Context: an optimization exercise on an open-source flow, tuned for small area, a short achievable clock period and few clock cycles. The choices shown serve that exercise and are no tape-out recipe. Function was checked by simulation only, so behaviour that the tests miss may differ from the original. Power figures rest on the tool's default switching activity, not on a simulated workload.

[flow/standard.sh]
#!/bin/bash
# synth_recipe.tcl (not shown) runs the flow's synth.tcl, then flattens the netlist and writes it again
# the make line also repeats each setting of config.mk as NAME=value (left out here)
make -C /OpenROAD-flow-scripts/flow DESIGN_CONFIG=/design/flow/config.mk WORK_HOME=/design/flow/orfs CLKGATE_MAP_FILE= SYNTH_SCRIPT=/design/flow/synth_recipe.tcl "${@:-finish}"
[flow/flow/run.sh]
#!/bin/bash
# The standard layout, with two changes to how it is made:
#  - the port buffers are sky130_fd_sc_hd__buf_4 (buffer_ports picks a slow
#    delay cell by default);
#  - repair_timing aims for extra setup slack, to get a shorter achieved period.
# The constraints (constraint.sdc, the clock period) are the standard flow's, unchanged.
set -e
cat >> config.mk <<EOC
export BUFFER_PORTS_ARGS = -buffer_cell sky130_fd_sc_hd__buf_4
export SETUP_SLACK_MARGIN = 22.75
EOC
bash standard.sh > standard.log 2>&1
[flow/design.v]
module alu_v(x, n, mode, y);
   input  wire [15:0] x;
   input  wire [4:0]  n;
   input  wire [1:0]  mode;
   output reg  [15:0] y;
   wire       rmode = (mode == 2'b01);
   wire [3:0] amt = rmode ? (4'd0 - n[3:0]) : n[3:0];
   wire [15:0] s0 = amt[0] ? {x[14:0],  x[15]}    : x;
   wire [15:0] s1 = amt[1] ? {s0[13:0], s0[15:14]} : s0;
   wire [15:0] s2 = amt[2] ? {s1[11:0], s1[15:12]} : s1;
   wire [15:0] rot = amt[3] ? {s2[7:0],  s2[15:8]}  : s2;
   reg [15:0] mhi, mle, mr;
   integer j;
   always @* begin
      for (j = 0; j < 16; j = j + 1) begin
         mhi[j] = (j >= n);
         mle[j] = (j <= n);
         mr[j]  = (j + n <= 15);
      end
      case (mode)
        2'b00: y = rot & mhi;
        2'b01: y = rot & mr;
        2'b10: y = (rot & mhi) | ({rot[14:0], rot[15]} & mle);
        default: y = rot;
      endcase
   end
endmodule
module control_unit_v(clk, rst, din, dout, addr, rw, kb, vf, vpos, vchar);
   input  wire        clk;
   input  wire        rst;
   input  wire [15:0] din;
   output wire [15:0] dout;
   output wire [15:0] addr;
   output reg         rw;
   input  wire [7:0]  kb;
   output reg         vf;
   output wire [15:0] vpos;
   output wire [15:0] vchar;
   reg [15:0] R0, R1, R2, R3, R4, R5, R6, R7;
   reg [15:0] PC, SP, FR, IR;
   reg [15:0] T;         
   reg [15:0] Q;         
   reg        ex;        
   reg        ph;        
   reg        it;        
   reg        ov;        
   reg [3:0]  cnt;       
   reg [7:0]  xoh, yoh;  
   reg [5:0]  asel;      
   reg [3:0]  dsel;      
   wire [5:0] op = IR[15:10];
   wire [2:0] ra = IR[9:7];
   wire isLOADN  = op == 6'b111000;
   wire isLOAD   = op == 6'b110000;
   wire isSTORE  = op == 6'b110001;
   wire isLOADI  = op == 6'b111100;
   wire isSTOREI = op == 6'b111101;
   wire isMOV    = op == 6'b110011;
   wire isOUT    = op == 6'b110010;
   wire isIN     = op == 6'b110101;
   wire isPUSH   = op == 6'b000101;
   wire isPOP    = op == 6'b000110;
   wire isRTS    = op == 6'b000100;
   wire isJMP    = op == 6'b000010;
   wire isCALL   = op == 6'b000011;
   wire isADD    = op == 6'b100000;
   wire isSUB    = op == 6'b100001;
   wire isMUL    = op == 6'b100010;
   wire isDIV    = op == 6'b100011;
   wire isMOD    = op == 6'b100101;
   wire isINC    = op == 6'b100100;
   wire isCMP    = op == 6'b010110;
   wire isAND    = op == 6'b010010;
   wire isOR     = op == 6'b010011;
   wire isXOR    = op == 6'b010100;
   wire isNOT    = op == 6'b010101;
   wire isSH     = op == 6'b010000;
   wire isDM   = isDIV | isMOD;
   wire isMD   = isMUL | isDM;
   wire isLOG  = isAND | isOR | isXOR | isNOT;
   wire isMEM  = isLOADN | isLOAD | isSTORE | isLOADI | isSTOREI | isPUSH | isPOP | isRTS | isJMP | isCALL;
   function [16:0] addpp;
      input [15:0] a, b;
      input        c;
      reg   [16:0] g, p, g2, p2;
      integer      i, d;
      begin
         g = {a & b, c};
         p = {a ^ b, 1'b0};
         for (d = 1; d < 17; d = d * 2) begin
            g2 = g; p2 = p;
            for (i = d; i < 17; i = i + 1) begin
               g2[i] = g[i] | (p[i] & g[i-d]);
               p2[i] = p[i] & p[i-d];
            end
            g = g2; p = p2;
         end
         addpp = {g[16], (a ^ b) ^ g[15:0]};
      end
   endfunction
   function [15:0] incpp;
      input [15:0] a;
      integer i;
      begin
         for (i = 0; i < 16; i = i + 1)
           incpp[i] = a[i] ^ ((i == 0) ? 1'b1 : &(a | ~((16'h0001 << i) - 16'h0001)));
      end
   endfunction
   function [15:0] decpp;
      input [15:0] a;
      integer i;
      begin
         for (i = 0; i < 16; i = i + 1)
           decpp[i] = a[i] ^ ((i == 0) ? 1'b1 : ~|(a & ((16'h0001 << i) - 16'h0001)));
      end
   endfunction
   reg [15:0] X, Y;
   integer    k;
   always @* begin
      X = 16'h0000;
      Y = 16'h0000;
      for (k = 0; k < 16; k = k + 1) begin
         X[k] = (xoh[0] & R0[k]) | (xoh[1] & R1[k]) | (xoh[2] & R2[k]) | (xoh[3] & R3[k]) |
                (xoh[4] & R4[k]) | (xoh[5] & R5[k]) | (xoh[6] & R6[k]) | (xoh[7] & R7[k]);
         Y[k] = (yoh[0] & R0[k]) | (yoh[1] & R1[k]) | (yoh[2] & R2[k]) | (yoh[3] & R3[k]) |
                (yoh[4] & R4[k]) | (yoh[5] & R5[k]) | (yoh[6] & R6[k]) | (yoh[7] & R7[k]);
      end
   end
   reg cond;
   always @* begin
      case (IR[9:6])
        4'b0000: cond = 1'b1;
        4'b0001: cond = FR[13];
        4'b0010: cond = ~FR[13];
        4'b0011: cond = FR[12];
        4'b0100: cond = ~FR[12];
        4'b0101: cond = FR[11];
        4'b0110: cond = ~FR[11];
        4'b0111: cond = FR[15];
        4'b1000: cond = FR[14];
        4'b1001: cond = FR[15] | FR[13];
        4'b1010: cond = FR[14] | FR[13];
        4'b1011: cond = FR[10];
        4'b1100: cond = ~FR[10];
        4'b1101: cond = FR[6];
        4'b1110: cond = FR[9];
        default: cond = 1'b0;
      endcase
   end
   wire        subm  = isSUB | isDM | isCMP;
   wire        kk    = isSUB & IR[0] & FR[11];    
   wire        sub1  = kk & ~it;
   reg  [4:0]  L;                                 
   integer     j;
   always @* begin
      L = 5'd0;
      for (j = 0; j < 16; j = j + 1)
        if (Y[j]) L = j + 1;
   end
   wire        yzero = (Y == 16'h0000);
   wire [3:0]  mcnt  = it ? cnt : ((L == 5'd0) ? 4'd0 : (L[3:0] - 4'd1));
   wire        mbit  = it ? Y[cnt] : ~yzero;    
   wire        xb    = X[cnt];
   wire        diter = isDM & it;
   reg  [15:0] A, B;
   reg         ci;
   always @* begin
      A  = X;
      B  = Y;
      ci = 1'b0;
      if (isMUL) begin
         A  = mbit ? X : 16'h0000;
         B  = it ? {T[14:0], 1'b0} : 16'h0000;
      end
      else if (diter) begin
         A  = T;
         B  = {1'b1, ~Y[15:1]};
         ci = xb | ~Y[0];
      end
      else if (sub1) begin
         B  = 16'h0000;
         ci = 1'b1;
      end
      else if (subm) begin
         if (kk) A = T;
         B  = ~Y;
         ci = 1'b1;
      end
      else if (isINC) begin
         B  = {16{IR[6]}};
         ci = ~IR[6];
      end
      else ci = IR[0] & FR[11];
   end
   wire [16:0] S    = addpp(A, B, ci);
   wire        zS   = (S[15:0] == 16'h0000);
   wire        lt   = ~S[16];
   wire [15:0] shres;
   alu_v shifter(.x(X), .n({1'b0, IR[3:0]}),
                 .mode(IR[6:5]), .y(shres));
   wire        movf  = (it & (ov | T[15])) | S[16];
   wire        dge   = S[16];
   wire [15:0] drem  = dge ? {S[14:0], xb ^ Y[0]} : {T[14:0], xb};
   wire [15:0] dquo  = {Q[14:0], dge};
   reg [15:0] cg, ce;
   reg [7:0]  cg1, ce1;
   reg [3:0]  cg2, ce2;
   reg [1:0]  cg3, ce3;
   integer    m;
   always @* begin
      cg = X & ~Y;
      ce = ~(X ^ Y);
      for (m = 0; m < 8; m = m + 1) begin
         cg1[m] = cg[2*m+1] | (ce[2*m+1] & cg[2*m]);
         ce1[m] = ce[2*m+1] & ce[2*m];
      end
      for (m = 0; m < 4; m = m + 1) begin
         cg2[m] = cg1[2*m+1] | (ce1[2*m+1] & cg1[2*m]);
         ce2[m] = ce1[2*m+1] & ce1[2*m];
      end
      for (m = 0; m < 2; m = m + 1) begin
         cg3[m] = cg2[2*m+1] | (ce2[2*m+1] & cg2[2*m]);
         ce3[m] = ce2[2*m+1] & ce2[2*m];
      end
   end
   wire xlty = ~(cg3[1] | (ce3[1] & cg3[0])) & ~(ce3[1] & ce3[0]);
   wire md_done = isMUL ? (it ? (cnt == 4'd0) : ~|Y[15:1]) : (it ? (cnt == 4'd0) : (yzero | xlty));
   reg [15:0] mdres;
   always @* begin
      if (isMUL) mdres = S[15:0];
      else if (it) mdres = isDIV ? dquo : drem;
      else if (isDIV | yzero) mdres = 16'h0000;
      else mdres = X;
   end
   reg [15:0] res;
   always @* begin
      if (isADD | isINC) res = S[15:0];
      else if (isSUB) res = lt ? 16'h0000 : S[15:0];
      else if (isAND) res = X & Y;
      else if (isOR)  res = X | Y;
      else if (isXOR) res = X ^ Y;
      else if (isNOT) res = ~X;
      else if (isSH)  res = shres;
      else if (isMD)  res = mdres;
      else if (isMOV & (IR[1:0] == 2'b01)) res = SP;
      else res = Y;
   end
   wire zres = (res == 16'h0000);
   wire ldw  = isLOADN | isLOAD | isLOADI | isPOP;    
   wire [15:0] wd = ldw ? din : (isIN ? {8'h00, kb} : res);
   wire simple  = ~isMEM & ~isMD & ~sub1;
   wire fetch   = ~ex | simple | (isMD & md_done);
   wire memlast = isLOADN | isLOADI | isSTOREI | isPUSH | isPOP | isRTS | isJMP |
                  ((isLOAD | isSTORE | isCALL) & ph);
   wire we = ex & ((isADD | (isSUB & ~sub1) | isINC | isLOG | isSH | isIN) |
                   (isMOV & (IR[1:0] != 2'b11)) |
                   isLOADN | (isLOAD & ph) | isLOADI | (isPOP & ~IR[6]) |
                   (isMD & md_done));
   wire [5:0]  fop  = din[15:10];
   wire        fbc  = (fop == 6'b100000) | (fop == 6'b100001) | (fop == 6'b100010) |
                      (fop == 6'b100011) | (fop == 6'b100101) | (fop == 6'b010010) |
                      (fop == 6'b010011) | (fop == 6'b010100) | (fop == 6'b010101);
   wire [2:0]  fxs  = fbc ? din[6:4] : din[9:7];
   wire [2:0]  fys  = fbc ? din[3:1] : din[6:4];
   reg  [5:0]  fasel;
   reg  [3:0]  fdsel;
   reg         frw;
   always @* begin
      fasel = 6'b000001;
      fdsel = 4'b1000;
      frw   = 1'b0;
      case (fop)
        6'b111100: fasel = 6'b000100;                                       
        6'b111101: begin fasel = 6'b001000; frw = 1'b1; fdsel = 4'b0010; end  
        6'b000101: begin fasel = 6'b010000; frw = 1'b1;                     
                         if (din[6]) fdsel = 4'b0100; end
        6'b000110, 6'b000100: fasel = 6'b100000;                            
        6'b000011: begin fdsel = 4'b0001; fasel = 6'b010000; frw = 1'b1; end  
        default: ;
      endcase
   end
   wire        p2   = ex & (isLOAD | isSTORE) & ~ph;
   wire [5:0]  iasel = p2 ? 6'b000010 : 6'b000001;
   wire [3:0]  idsel = isCALL ? 4'b0001 : 4'b1000;
   wire        irw   = p2 & isSTORE;
   wire        ph_n  = ex & (isLOAD | isSTORE | isCALL) & ~ph;
   wire        ex_n  = fetch | ~memlast;
   wire [15:0] SPp = incpp(SP);
   assign addr = ({16{asel[0]}} & PC) | ({16{asel[1]}} & T) | ({16{asel[2]}} & Y) |
                 ({16{asel[3]}} & X)  | ({16{asel[4]}} & SP) | ({16{asel[5]}} & SPp);
   assign dout = ({16{dsel[0]}} & PC) | ({16{dsel[1]}} & Y) | ({16{dsel[2]}} & FR) |
                 ({16{dsel[3]}} & X);
   assign vpos = Y;
   assign vchar = {X[15:12], (X[11:8] == 4'h0) ? 4'hf : ((X[11:8] == 4'hf) ? 4'h0 : X[11:8]), X[7:0]};
   wire [15:0] PCp = incpp(PC);
   always @(posedge clk) begin
      if (rst) begin
         ex <= 1'b0;
         ph <= 1'b0;
         it <= 1'b0;
         rw <= 1'b0;
         vf <= 1'b0;
         asel <= 6'b000001;
         PC <= 16'h0000;
         SP <= 16'h7ffc;
         FR <= 16'h0000;
         R1 <= 16'h0121;
         R3 <= 16'h0241;
      end
      else begin
         ex <= ex_n;
         ph <= ph_n;
         if (fetch) begin
            rw <= frw;
            vf <= (fop == 6'b110010);
            asel <= fasel;
            dsel <= fdsel;
            xoh <= 8'h01 << fxs;
            yoh <= 8'h01 << fys;
         end
         else begin
            rw <= irw;
            vf <= 1'b0;
            asel <= iasel;
            dsel <= idsel;
         end
         if (fetch) begin
            IR <= din;
            PC <= PCp;
         end
         else begin
            if (isLOADN | ((isLOAD | isSTORE) & ~ph)) PC <= PCp;
            if (isJMP | (isCALL & ph)) PC <= cond ? din : PCp;
            if (isRTS) PC <= incpp(din);
         end
         if (ex & (isLOAD | isSTORE) & ~ph) T <= din;
         if (ex) begin
            if (isPUSH) SP <= decpp(SP);
            if (isPOP | isRTS) SP <= SPp;
            if (isCALL & ph & cond) SP <= decpp(SP);
            if (isMOV & (IR[1:0] == 2'b11)) SP <= X;
            if (isPOP & IR[6]) FR <= din;
            if (isADD) begin FR[11] <= S[16]; FR[12] <= zS; end
            if (isSUB & ~sub1) begin FR[6] <= lt; FR[12] <= zS; end
            if (isINC) FR[12] <= IR[6] & zS;
            if (isCMP) FR[15:13] <= zS ? 3'b001 : (lt ? 3'b010 : 3'b100);
            if (isLOG & zres) FR[12] <= 1'b1;
            if (isMD & md_done) begin
               FR[12] <= zres;
               if (isMUL) FR[10] <= movf;
               else FR[9] <= yzero;
            end
            if ((isMD & ~md_done) | sub1) begin
               it <= 1'b1;
               if (sub1) T <= S[15:0];
               else if (isMUL) begin
                  T <= S[15:0];
                  ov <= movf;
                  cnt <= mcnt - 4'd1;
               end
               else if (!it) begin
                  Q <= 16'h0000;
                  if (Y[15]) begin
                     T <= {1'b0, X[15:1]};
                     cnt <= 4'd0;
                  end
                  else if (|Y[14:12]) begin
                     T <= {4'h0, X[15:4]};
                     cnt <= 4'd3;
                  end
                  else if (|Y[11:8]) begin
                     T <= {8'h00, X[15:8]};
                     cnt <= 4'd7;
                  end
                  else begin
                     T <= 16'h0000;
                     cnt <= 4'd15;
                  end
               end
               else begin
                  cnt <= cnt - 4'd1;
                  T <= drem;
                  Q <= dquo;
               end
            end
            else it <= 1'b0;
         end
         if (we) begin
            case (ra)
              3'd0: R0 <= wd; 3'd1: R1 <= wd; 3'd2: R2 <= wd; 3'd3: R3 <= wd;
              3'd4: R4 <= wd; 3'd5: R5 <= wd; 3'd6: R6 <= wd; default: R7 <= wd;
            endcase
         end
      end
   end
endmodule
module  cpu_v(wire_clock, wire_reset, bus_RAM_DATA_IN,bus_RAM_DATA_OUT,bus_RAM_ADDRESS,wire_RW, bus_keyboard, videoflag, bus_vga_pos, bus_vga_char,data_debug, led);
   input wire         wire_clock;
   input wire         wire_reset;
   input wire [15:0]  bus_RAM_DATA_IN;
   output wire [15:0]  bus_RAM_DATA_OUT;
   output wire [15:0]  bus_RAM_ADDRESS;
   output wire         wire_RW;
   input  wire [7:0]  bus_keyboard;
   output wire         videoflag;
   output wire [15:0]  bus_vga_pos;
   output wire [15:0]  bus_vga_char;
   output wire [15:0]  data_debug;
   output wire [15:0]  led;
   assign data_debug = 16'h0000;
   assign led = 16'h0000;
   control_unit_v cu(.clk(wire_clock), .rst(wire_reset), .din(bus_RAM_DATA_IN),
                     .dout(bus_RAM_DATA_OUT), .addr(bus_RAM_ADDRESS), .rw(wire_RW),
                     .kb(bus_keyboard), .vf(videoflag), .vpos(bus_vga_pos), .vchar(bus_vga_char));
endmodule
[flow/constraint.sdc]
create_clock -name core_clock -period 32.0 [get_ports {wire_clock}]
set_input_delay 6.4000 -clock core_clock [delete_from_list [all_inputs] [get_ports {wire_clock}]]
set_output_delay 6.4000 -clock core_clock [all_outputs]
set_load 0.01 [all_outputs]
[flow/config.mk]
export PLATFORM = sky130hd
export DESIGN_NAME = cpu_v
export DESIGN_NICKNAME = cpu_v
export VERILOG_FILES = /design/flow/design.v
export SDC_FILE = /design/flow/constraint.sdc
export NUM_CORES = 4
export LEC_CHECK = 0
export CAP_MARGIN = 20
export CORE_MARGIN = 2
export CORE_UTILIZATION = 40
export GPL_TIMING_DRIVEN = 1
export SLEW_MARGIN = 20
export BUFFER_PORTS_ARGS = -buffer_cell sky130_fd_sc_hd__buf_4
export SETUP_SLACK_MARGIN = 22.75
==> flow_summary.yaml, run 1 <==
sta:
  setup_ws_ns: 22.62
  max-slew-margin-rel_pct: 11.4
  hold_viol_final: 0
  grt_setup_unrepaired: "yes"
  skew_ns: 0.0152
  setup_viol_count_final: 0
  setup_tns_ns: 0
  tightest_slew_ns: 1.32
  fin_crit_sh_pct: 29.3
  min_period_ns: 9.38
  slew_violations: 0
  fmax_mhz: 107
synth:
  synth_xor_area_share_pct: 1.74
  synthMuxAreaShare_pct: 5.60
  synth.distinct_cells: 104
  synth_simple_gate_area_share_pct: 18.3
  synth_top_area_share_pct: 22.8
  synth_compound_area_share_pct: 30.5
  syn_avg_cell_area_um2: 8.18
  ys_seq_area_share_pct: 31.0
  ys.flop_type: "edfxtp_1"
  synth_commonest_cells: "nand2_1, nor2_1, a21oi_1"
  ys.warnings.count: 2
  yosys.cell_count.top_type: "nand2_1"
  synth_edf_count: 167
  synth_top_family_by_area: "compound AO/OA/AOI/OAI gates"
  synthAdderAreaFrac_pct: 5.66
  synth-async-reset-ratio_pct: 0
  synth_top_area_cell: "edfxtp_1"
  syn_area_um2: 22000
  syn_inst: 2694
  yosys_register_bits: 258
  yosys-top-cells-area: "edfxtp_1, dfxtp_1, a22oi_1"
placement:
  place_congestion: 1.03
  placed_cell_area_um2: 23200
  pre_cts_slack_ns: 22.58
  dp_hpwl_um: 81600
  port_buffers: 91
routing:
  wire_per_inst_um: 33.7
  vias_per_cell: 7.15
  vias: 24900
  ant_nets: 0
  drcViolationCount: 0
  drt_iter0_markers: 4225
  drt-total-wl_um: 117000
  drt_first_pass_iters: 14
min_path:
  hp-class: "flop to flop"
die:
  ioPinCount: 124
  core_area_um2: 54800
  initial_utilization_pct: 40.2
  die_h_um: 239
  die_w_um: 239
  die-area_um2: 57000
  core.rowCount: 86
setup_path:
  r2r-start: "cu.IR[12]"
  r2r_slack_ns: 23.46
  endpoint: "bus_RAM_DATA_OUT[1]"
  rr_worst_depth: 22
  crit_type: "flop to output port"
  path_depth: 7
  critical_path.max_stage_delay_ns: 0.57
  path_delay_family: "buffers and inverters"
  worstPathRequired_ns: 25.60
  crit_chain: "buf_4 -> a22oi_1 -> nand4_1 -> buf_4 -> inv_1 -> o21ai_0 -> buf_4"
  crit_buf_inv: 4
  cp_slowest_cell: "inv_1"
  crit_fanout: 10
  start_kind: "flop"
  end_kind: "output port"
  cp-startpoint: "cu.xoh[2]"
  arrival_ns: 2.98
  reg2reg_to: "cu.R3[6]"
  cpMostUsedCell: "buf_4"
clock_tree:
  htreeDepth: 1
  hold_buffers: 0
  numCtsBuffers: 31
  clock_latency_ns: 0.62
  root_buffer: "clkbuf_16"
  cts_tree: "yes"
  cts.sink_count: 258
  max-clock-path-buffers: 3
  clk_pin_slew_ns: 0.07
power_and_ir_drop:
  p_leak_uw: 0.00931
  power.total_uw: 1140
  ir_worst_vdd_v: 0.0000452
  p_per_area_nw_per_um2: 45.6
layout:
  fillers: 5353
  drive_gt1_share_pct: 15.6
  nNetsFinal: 2871
  postLayoutCellArea_um2: 25100
  syn_to_final_growth_pct: 13.7
run_status:
  outcome: "complete, no violations"
global_routing:
  antenna_found_initial: 10
  grt_max_degree: 60
  grt_util_all_layers_pct: 39.9
  grt_pass1_wl_um: 165000
  grt_overflow: 0
  first_global_vias: 22800
job:
  max_cap_viol_count: 0
-- routing by layer --
| metal | share of wire [%] | track usage, % | vias to the layer above |
|---|---|---|---|
| li1 | - | - | 10400 |
| met1 | 38 | 52.3 | 11900 |
| met4 | 7.7 | 24.5 | 4 |
| met2 | 41 | 57.6 | 2107 |
| met5 | 0.035 | 0 | - |
| met3 | 14 | 11.7 | 530 |
-- power breakdown --
part | leakage [uW] | switching (uW) | total, uW | internal, uW
Combinational | 0.00654 | 278 | 402 | 124
Clock | 0.000491 | 156 | 359 | 203
Sequential | 0.00228 | 14.4 | 383 | 369
-- worst register-to-register path, cell delays in order (launching register included) --
cell and delay [ns]:
edfxtp_1 0.35, buf_4 0.22, nor4b_1 0.74, nand2_1 0.48, or3_1 0.60, nand2_1 0.12
buf_4 0.29, nor2_1 0.31, nand2_1 0.17, o21ai_0 0.13, ha_1 0.42, a21oi_1 0.37
o21a_1 0.28, o221ai_1 0.23, a221oi_2 0.86, nand3_1 0.52, o211ai_1 0.24, a21oi_1 0.10
o31ai_1 0.91, mux2i_1 0.18, o21ai_1 0.68, nor2_1 0.10, o21ai_0 0.17
-- worst min path at each step --
stage | from | to | slack (ns) | cells after the start
final | cu.FR[5] | cu.FR[5] | 0.46 | 2
after global routing | cu.FR[2] | cu.FR[2] | 0.48 | 2
after CTS | cu.FR[5] | cu.FR[5] | 0.46 | 2
after detailed placement | cu.FR[3] | cu.FR[3] | 0.45 | 2
after global placement | cu.FR[4] | cu.FR[4] | 0.44 | 2
after floorplan | cu.FR[0] | cu.FR[0] | 0.44 | 2
-- through the flow --
stage | cells | utilization (%) | hold slack [ns]
finish | 3479 | 45.7 | 0.458
global route | 3474 | 45.7 | 0.477
CTS | 3463 | 45.3 | 0.456
detailed placement | 3345 | 42.4 | 0.448
global placement | 3345 | 42.4 | 0.441
floorplan | 2725 | - | 0.436
-- final cells by class --
| type | instances | area (um^2) | area share, % |
|---|---|---|---|
| Multi-Input combinational cell | 2109 | 13900 | 55.5 |
| Sequential cell | 258 | 6840 | 27.3 |
| Timing Repair Buffer | 252 | 2010 | 8.04 |
| Clock buffer | 41 | 886 | 3.54 |
| Tap cell | 704 | 881 | 3.52 |
| Inverter | 94 | 382 | 1.52 |
| Clock inverter | 16 | 135 | 0.539 |
| Antenna cell | 5 | 12.5 | 0.0499 |
-- kinds of logic (layout without fill, tap and decap cells) --
kind of cell	after synthesis	after routing
flip-flops	258	258
XOR/XNOR	43	43
AO/OA/AOI/OAI	996	996
adder cells (fa/ha/maj)	99	99
buffers and inverters	358	403
other	1	37
multiplexers	94	94
AND/OR/NAND/NOR	845	845
-- placed cells by master, fill, tap and decap left out, types with 25 or more instances in the layout --
| cell | count |
|---|---|
| nor2_1 | 250 |
| o22ai_1 | 36 |
| ha_1 | 97 |
| a211oi_1 | 74 |
| a21oi_1 | 203 |
| o21ai_0 | 189 |
| mux2i_1 | 57 |
| conb_1 | 32 |
| xnor2_1 | 25 |
| nand3_1 | 68 |
| a22oi_1 | 169 |
| o211ai_1 | 34 |
| a31oi_1 | 43 |
| o221ai_1 | 25 |
| nand4_1 | 39 |
| clkbuf_16 | 33 |
| dfxtp_1 | 87 |
| nand2_1 | 274 |
| edfxtp_1 | 167 |
| inv_1 | 71 |
| nor3_1 | 50 |
| buf_4 | 234 |
| a222oi_1 | 28 |
-- what timing repair did --
action	CTS	global route
setup endpoints to repair	37	20
buffers inserted	61	10
gates resized for setup	33	34
pin swaps	3	9
Testbench counts, summed over its fixed seeds: cycles 120,680.
==> run 2: changes to the inputs <==
--- a/flow/config.mk
+++ b/flow/config.mk
@@ -7,8 +7,7 @@
 export LEC_CHECK = 0
 export CAP_MARGIN = 20
 export CORE_MARGIN = 2
-export CORE_UTILIZATION = 40
-export GPL_TIMING_DRIVEN = 1
+export CORE_UTILIZATION = 50
 export SLEW_MARGIN = 20
 export BUFFER_PORTS_ARGS = -buffer_cell sky130_fd_sc_hd__buf_4
 export SETUP_SLACK_MARGIN = 22.75
==> flow_summary.yaml, run 2 <==
die:
  initial_utilization_pct: 50.9
  core_area_um2: 43300
  die_h_um: 214
  die-area_um2: 45800
  core.rowCount: 76
  die_w_um: 214
  ioPinCount: 124
layout:
  nNetsFinal: 2864
  final_cell_mix: "nand2_1, nor2_1, buf_4"
  fillers: 3872
  syn_to_final_growth_pct: 12.8
  area.sequential_um2: 6850
  multiInputGateArea_um2: 13900
  drive_gt1_share_pct: 15.2
  final_common_cell: "nand2_1"
synth:
  yosys_register_bits: 258
  synth-async-reset-ratio_pct: 0
  synth_top_area_cell: "edfxtp_1"
  synth_xor_area_share_pct: 1.74
  synthAdderAreaFrac_pct: 5.66
  syn_inst: 2694
  synth_top_family_by_area: "compound AO/OA/AOI/OAI gates"
  syn_avg_cell_area_um2: 8.18
  synth_edf_count: 167
  synth_compound_area_share_pct: 30.5
  ys.warnings.count: 2
  synthMuxAreaShare_pct: 5.60
  ys_seq_area_share_pct: 31.0
  synth_top_area_share_pct: 22.8
  ys.flop_type: "edfxtp_1"
  yosys.cell_count.top_type: "nand2_1"
  synth_simple_gate_area_share_pct: 18.3
  synth.distinct_cells: 104
  synth_commonest_cells: "nand2_1, nor2_1, a21oi_1"
  syn_area_um2: 22000
  yosys-top-cells-area: "edfxtp_1, dfxtp_1, a22oi_1"
routing:
  wire_per_inst_um: 34.5
  vias: 25700
  drcViolationCount: 0
  vias_per_cell: 7.66
  drt_iter0_markers: 4767
  drt_first_pass_iters: 12
  drt-total-wl_um: 116000
  ant_nets: 0
power_and_ir_drop:
  p_per_area_nw_per_um2: 45.6
  power.total_uw: 1130
  ir_worst_vdd_v: 0.0000618
  p_leak_uw: 0.00926
run_status:
  outcome: "complete, no violations"
job:
  max_cap_viol_count: 0
sta:
  setup_viol_count_final: 0
  max-slew-margin-rel_pct: 21.4
  skew_ns: 0.0343
  hold_viol_final: 0
  slew_violations: 0
  fin_crit_sh_pct: 29.1
  fmax_mhz: 107
  grt_setup_unrepaired: "yes"
  setup_ws_ns: 22.70
  setup_tns_ns: 0
  tightest_slew_ns: 1.18
  min_period_ns: 9.30
global_routing:
  grt_max_degree: 61
  antenna_found_initial: 6
  first_global_vias: 23300
  grt_pass1_wl_um: 164000
  busiest_layer: "met2"
  grt_util_all_layers_pct: 48.3
  use_met2_pct: 67.2
  grtUsageMet1_pct: 63.0
  gr-usage-met3_pct: 16.6
  grt_overflow: 0
clock_tree:
  htreeDepth: 1
  numCtsBuffers: 29
  root_buffer: "clkbuf_16"
  cts_tree: "yes"
  cts.sink_count: 258
  clock_latency_ns: 0.62
  clk_pin_slew_ns: 0.07
  max-clock-path-buffers: 3
placement:
  dp_hpwl_um: 80300
  port_buffers: 91
  pre_cts_slack_ns: 22.83
  place_congestion: 1.07
min_path:
  hp-class: "flop to flop"
setup_path:
  crit_fanout: 11
  start_kind: "flop"
  worstPathRequired_ns: 25.60
  end_kind: "output port"
  arrival_ns: 2.90
  crit_type: "flop to output port"
==> run 2: cell types whose count changed in the layout (fill, tap and decap cells not counted), sizes merged <==
cell / delta
inv: +1
clkbuf: -7
bufinv: +2
diode: +9
clkinvlp: -4
clkinv: +4
buf: -5
==> run 2: kinds of logic after synthesis <==
| kind of cell | after synthesis |
|---|---|
| muxes | 94 |
| buffers and inverters | 358 |
| DFF | 258 |
| and+or+nand+nor | 845 |
| AOI/OAI and AO/OA | 996 |
| other | 1 |
| adders and majority gates | 99 |
| xor gates and xnor gates | 43 |
==> run 2: critical path, cell delays in order (launching register included) <==
cell,delay (ns)
edfxtp_1,0.41
buf_12,0.18
buf_4,0.15
a22oi_1,0.19
nand4_1,0.13
buf_4,0.26
inv_1,0.52
o21ai_0,0.24
buf_4,0.20
==> run 2: worst paths after layout <==
| kind | start | to | slack (ns) | cells past startpoint |
|---|---|---|---|---|
| hold reg to reg | cu.FR[2] | cu.FR[2] | 0.46 | 2 |
| setup reg to reg | cu.yoh[2] | cu.FR[12] | 23.74 | 24 |
| setup / recovery | cu.xoh[2] | bus_RAM_DATA_OUT[0] | 22.70 | 8 |
| hold / removal | cu.FR[2] | cu.FR[2] | 0.46 | 2 |
==> run 2: area by class of cell <==
| type | instances | share of cell area (%) |
|---|---|---|
| multi-input cells | 2109 | 55.9 |
| repair buffers | 247 | 8.02 |
| inverters | 94 | 1.54 |
| diodes | 14 | 0.141 |
| flip-flops and latches | 258 | 27.5 |
| well taps | 585 | 2.94 |
| clock inverters | 19 | 0.831 |
| clock buffers | 34 | 3.08 |
==> run 2: metal layers <==
| layer | wire length [um] | up-vias |
|---|---|---|
| li1 | - | 10400 |
| met1 | 41400 | 12100 |
| met2 | 45400 | 2585 |
| met3 | 18600 | 677 |
| met4 | 10300 | 8 |
| met5 | 165 | - |
==> run 2: power by group <==
group          switching, uW  leakage [uW]  internal (uW)
clock network            154      0.000473            197
registers               17.5       0.00228            368
logic                    273       0.00651            124
==> run 2: metrics by stage <==
stage,hold WS (ns),area [um^2],util [%],instances
detailed placement,0.451,23000,53.2,3219
floorplan,0.436,22200,-,2725
global route,0.475,24800,57.4,3347
CTS,0.459,24600,56.8,3329
global placement,0.445,23000,53.1,3218
finish,0.464,24900,57.5,3360
==> run 2: timing repair <==
action	4_1_cts	5_1_grt
resized for setup	17	30
pin swaps	3	9
endpoints found under the hold margin	0	0
buffers inserted	57	17
hold buffers	0	0
endpoints found under the setup margin	27	24

==> afterwards: timing with drivers on the ports <==
No port has a modelled driver above. Below, the same layouts with a new extraction and two added sets of constraints.
Step 1 (the two cells are an assumption about what drives the block):
set clk [get_ports {wire_clock}]
set_driving_cell -lib_cell sky130_fd_sc_hd__clkbuf_16 $clk
set_driving_cell -lib_cell sky130_fd_sc_hd__buf_2 [delete_from_list [all_inputs] $clk]
Step 2, shift: input delay + t, output delay - t, t = (earliest + latest rising clock arrival at the registers) / 2. This alone moves slack from input paths to output paths.
a / b / c = no drivers / after step 1 / after step 2; a / b = the first two.
run	t (ns)	slack for setup (ns)	worst setup path after step 2	slew at the worst register clock pin (ns)	cell pins on the clock port's net
run 1	0.667	22.619 / 22.560 / 22.431	input to register	0.07 / 0.07	1
run 2	0.667	22.698 / 22.635 / 22.724	input to register	0.07 / 0.07	1
After both steps every run listed still meets setup and hold. For run 1, which loses most, drivers alone change the setup slack by -0.059 ns; drivers and shift together by -0.188 ns.
